Source: an optimization exercise on an open RTL-to-GDS flow (aim: a short achievable clock period and few clock cycles). Production flows keep margins and buffers that such runs may drop.
The RTL was checked by simulation tests, not by an equivalence proof against the original design.
Power figures rest on the tool's default switching activity, not on a simulated workload.

quartz:
## cpu
module cpu(clock, reset, instruction, read_data, memory_control, PC, ALU_result, write_data);
    input clock;
    input reset;
    input [31:0] instruction;
    input [31:0] read_data;
    output [3:0] memory_control;
    output [31:0] PC;
    output [31:0] ALU_result;
    output [31:0] write_data;
    reg [31:0] pc_o;
    reg [31:0] pc_n;
    wire [31:0] pc_f = ~pc_n;
    reg        valid_d;
    reg [31:0] ir_d;
    reg [31:0] pc_d;
    reg        pred_d;
    reg        valid_x;
    reg [31:0] a_x, b_x, sd_x, c_x;
    reg        s_add_x, s_sub_x, s_and_x, s_or_x, s_xor_x, s_slt_x, s_sltu_x;
    reg        s_sll_x, s_srl_x, s_sra_x, s_c_x;
    reg        jalr_x, ld_x, st_x, wen_x, p_add_x;
    reg [2:0]  f3_x;
    reg [4:0]  rd_x;
    reg        r_eq_x, r_ne_x, r_lt_x, r_ge_x, r_ltu_x, r_geu_x, r_jal_x;
    reg [31:0] alt_x;
    reg        valid_m;
    reg [31:0] res_m, sd_m, addr_m;
    reg        st_m, ld_m, wen_m, mcb_m, mch_m, mcu_m;
    reg [2:0]  f3_m;
    reg [4:0]  rd_m;
    reg        valid_w;
    reg [31:0] res_w;
    reg        wen_w;
    reg [4:0]  rd_w;
    reg [31:0] rf [1:31];
    wire        ex_redir;
    wire        id_redir;
    wire        stall;
    wire [31:0] ex_tgt;
    wire [31:0] id_tgt;
  ...
For scale: ~6500 cells after synthesis, roughly 170 I/O pins.
Settings: LEC_CHECK=0, ABC_CLOCK_PERIOD_IN_PS=3000, CAP_MARGIN=20, CORE_MARGIN=2, CORE_UTILIZATION=40, SLEW_MARGIN=20, SYNTH_HIERARCHICAL=1; clock period 11.0 ns.
standard.sh (not shown) runs the stock make flow with config.mk's settings and CLKGATE_MAP_FILE= SYNTH_SCRIPT=/design/flow/synth_recipe.tcl, a recipe that flattens the netlist after the stock synthesis.
==> flow/flow/run.sh <==
#!/bin/bash
# Standard ORFS layout (standard.sh) with a larger setup repair margin, so that
# repair_timing keeps improving paths well past the 11 ns clock.
set -euo pipefail
bash standard.sh SETUP_SLACK_MARGIN=7.5 finish > standard.log 2>&1
quartz finished end to end and its layout was clean on timing, DRC and antenna.
Testbench counts of quartz, summed over its fixed seeds: cycles 126,431.
Edits applied to the flow inputs when going from quartz to ember:
--- a/flow/design.v
+++ b/flow/design.v
@@ -410,21 +410,21 @@
     wire [31:0] auipc_d = pc_d + imm_u;
     wire [31:0] rf1 = (rs1 == 5'd0) ? 32'd0 : rf[rs1];
     wire [31:0] rf2 = (rs2 == 5'd0) ? 32'd0 : rf[rs2];
     wire m1 = valid_m & wen_m & (rd_m == rs1);
     wire m2 = valid_m & wen_m & (rd_m == rs2);
     wire w1 = valid_w & wen_w & (rd_w == rs1);
     wire w2 = valid_w & wen_w & (rd_w == rs2);
-    wire [31:0] ld_val;
-    wire [31:0] mv = ld_m ? ld_val : res_m;
-    wire [31:0] rv1 = m1 ? mv : w1 ? res_w : rf1;
-    wire [31:0] rv2 = m2 ? mv : w2 ? res_w : rf2;
+    wire [31:0] rv1 = m1 ? res_m : w1 ? res_w : rf1;
+    wire [31:0] rv2 = m2 ? res_m : w2 ? res_w : rf2;
     wire x1 = valid_x & wen_x & (rd_x == rs1);
     wire x2 = valid_x & wen_x & (rd_x == rs2);
-    assign stall = valid_d & ((use_rs1 & x1 & ld_x) | (use_rs2 & x2 & ld_x));
+    assign stall = valid_d & (
+        (use_rs1 & ((x1 & ld_x) | (m1 & ld_m))) |
+        (use_rs2 & ((x2 & ld_x) | (m2 & ld_m))));
     wire jalr_c = x1 & s_c_x;
     wire jalr_z = (rs1 == 5'd0);
     wire jalr_fast = is_jalr & (jalr_c | jalr_z);
     wire [31:0] id_tgt_c = c_x + imm_i;
     wire [31:0] zx = (a_x ^ b_x) ^ {a_x[30:0] | b_x[30:0], 1'b0};
     wire sum_zero = ~|zx;
     wire br_on_sum = is_br & pred_d & (f3[2:1] == 2'b00) & valid_x & wen_x & p_add_x &
@@ -451,22 +451,18 @@
             valid_x <= 1'b0;
         else
             valid_x <= valid_d & ~stall & ~ex_redir;
     wire fa = x1 & use_rs1;
     wire fb = x2 & (is_op | is_br);
     wire fs = x2;
     wire [31:0] res_x;
-    wire [31:0] a_d, b_d, sd_d;
-    late_mux late_a(fa, res_x, rv1, a_d);
-    late_mux late_b(fb, res_x, (is_op | is_br) ? rv2 : is_st ? imm_s : imm_i, b_d);
-    late_mux late_sd(fs, res_x, rv2, sd_d);
     always @(posedge clock) begin
-        a_x   <= a_d;
-        b_x   <= b_d;
-        sd_x  <= sd_d;
+        a_x   <= fa ? res_x : rv1;
+        b_x   <= fb ? res_x : (is_op | is_br) ? rv2 : is_st ? imm_s : imm_i;
+        sd_x  <= fs ? res_x : rv2;
         c_x   <= is_lui ? imm_u : is_auipc ? auipc_d : pcp4_d;
         s_add_x  <= is_ld | is_st | ((is_opi | is_op) & (f3 == 3'b000) & ~(is_op & f7b5));
         p_add_x  <= (is_opi | is_op) & (f3 == 3'b000) & ~(is_op & f7b5);
         s_sub_x  <= is_op & (f3 == 3'b000) & f7b5;
         s_sll_x  <= (is_opi | is_op) & (f3 == 3'b001);
         s_slt_x  <= (is_opi | is_op) & (f3 == 3'b010);
         s_sltu_x <= (is_opi | is_op) & (f3 == 3'b011);
@@ -559,15 +555,15 @@
         mcu_m  <= f3_x[2] & (ld_x | st_x);
         rd_m   <= rd_x;
     end
     assign PC = pc_o;
     assign ALU_result = addr_m;
     assign write_data = sd_m;
     assign memory_control = {mcu_m, mch_m, mcb_m, st_m};
-    assign ld_val =
+    wire [31:0] ld_val =
         (f3_m == 3'b000) ? {{24{read_data[7]}}, read_data[7:0]} :
         (f3_m == 3'b001) ? {{16{read_data[15]}}, read_data[15:0]} :
                            read_data;
     always @(posedge clock, posedge reset)
         if (reset)
             valid_w <= 1'b0;
         else
@@ -642,14 +638,7 @@
     output [31:0] pc_next_n;
     wire c = jal ? cj : cb;
     wire [18:0] up = c ? up1 : up0;
     wire [12:0] lo = ({13{sel_j}} & lo_j) | ({13{sel_b}} & lo_b) | ({13{~sel_j & ~sel_b}} & lo_other);
     assign pc_next = ex_redir ? ex_tgt : {up, lo};
     assign pc_next_n = ~pc_next;
 endmodule
-module late_mux(sel, late, early, out);
-    input sel;
-    input [31:0] late;
-    input [31:0] early;
-    output [31:0] out;
-    assign out = sel ? late : early;
-endmodule
- The more densely filled core belongs to ember, not quartz.
- Cmp ember and quartz / logic depth of the worst path, buffers included / higher: quartz
- [compare] base=quartz new=ember: portion of the clock cycle consumed by the worst path in the final layout shows a reduction of 5.1 points; clock period minus worst slack down 560 ps; number of search-and-repair iterations in the first detailed-routing pass rose 2.
- Summary of ember over quartz: combinational share of power now larger; wire length reported by the detailed router went up.
- Setup slack in ember is 560 ps above quartz.
- Re sequential cell count: no difference whatsoever between quartz and ember.
- On multi-input gate share of total cell area, quartz tracks ember almost exactly.
- For quartz, the startpoint of the worst setup timing path was pc_n[13], unlike ember, where it was b_x[1].
- Relative to quartz, fmax has increased by about 15% in ember.
- Taking quartz as the reference, in ember area after synthesis now smaller, maximum fanout along the worst path now larger.
Testbench counts of ember, summed over its fixed seeds: cycles 126,911.

[what the ideal ports hide]
In the flow no input, the clock included, has a driving cell. The finished layouts below were timed again as built, in two steps.
Step 1 assumes that a clkbuf_16 drives the clock port and a buf_2 every other input.
Step 2 moves the port delays by t, midway between the first and last clock arrival at a register: inputs arrive t later, outputs are due t later. That takes back most of the time a late clock gives input paths.
a / b / c = ideal / step 1 / step 2; a / b = the first two.
run | t (ns) | setup slack, ns | cell pins on the clock port's net
quartz | 0.909 | 6.672 / 6.672 / 6.286 | 1
ember | 0.915 | 7.235 / 7.235 / 6.457 | 1
After both steps every run listed still meets setup and hold. For ember, which loses most, drivers alone change the setup slack by 0.000 ns; drivers and shift together by -0.778 ns.
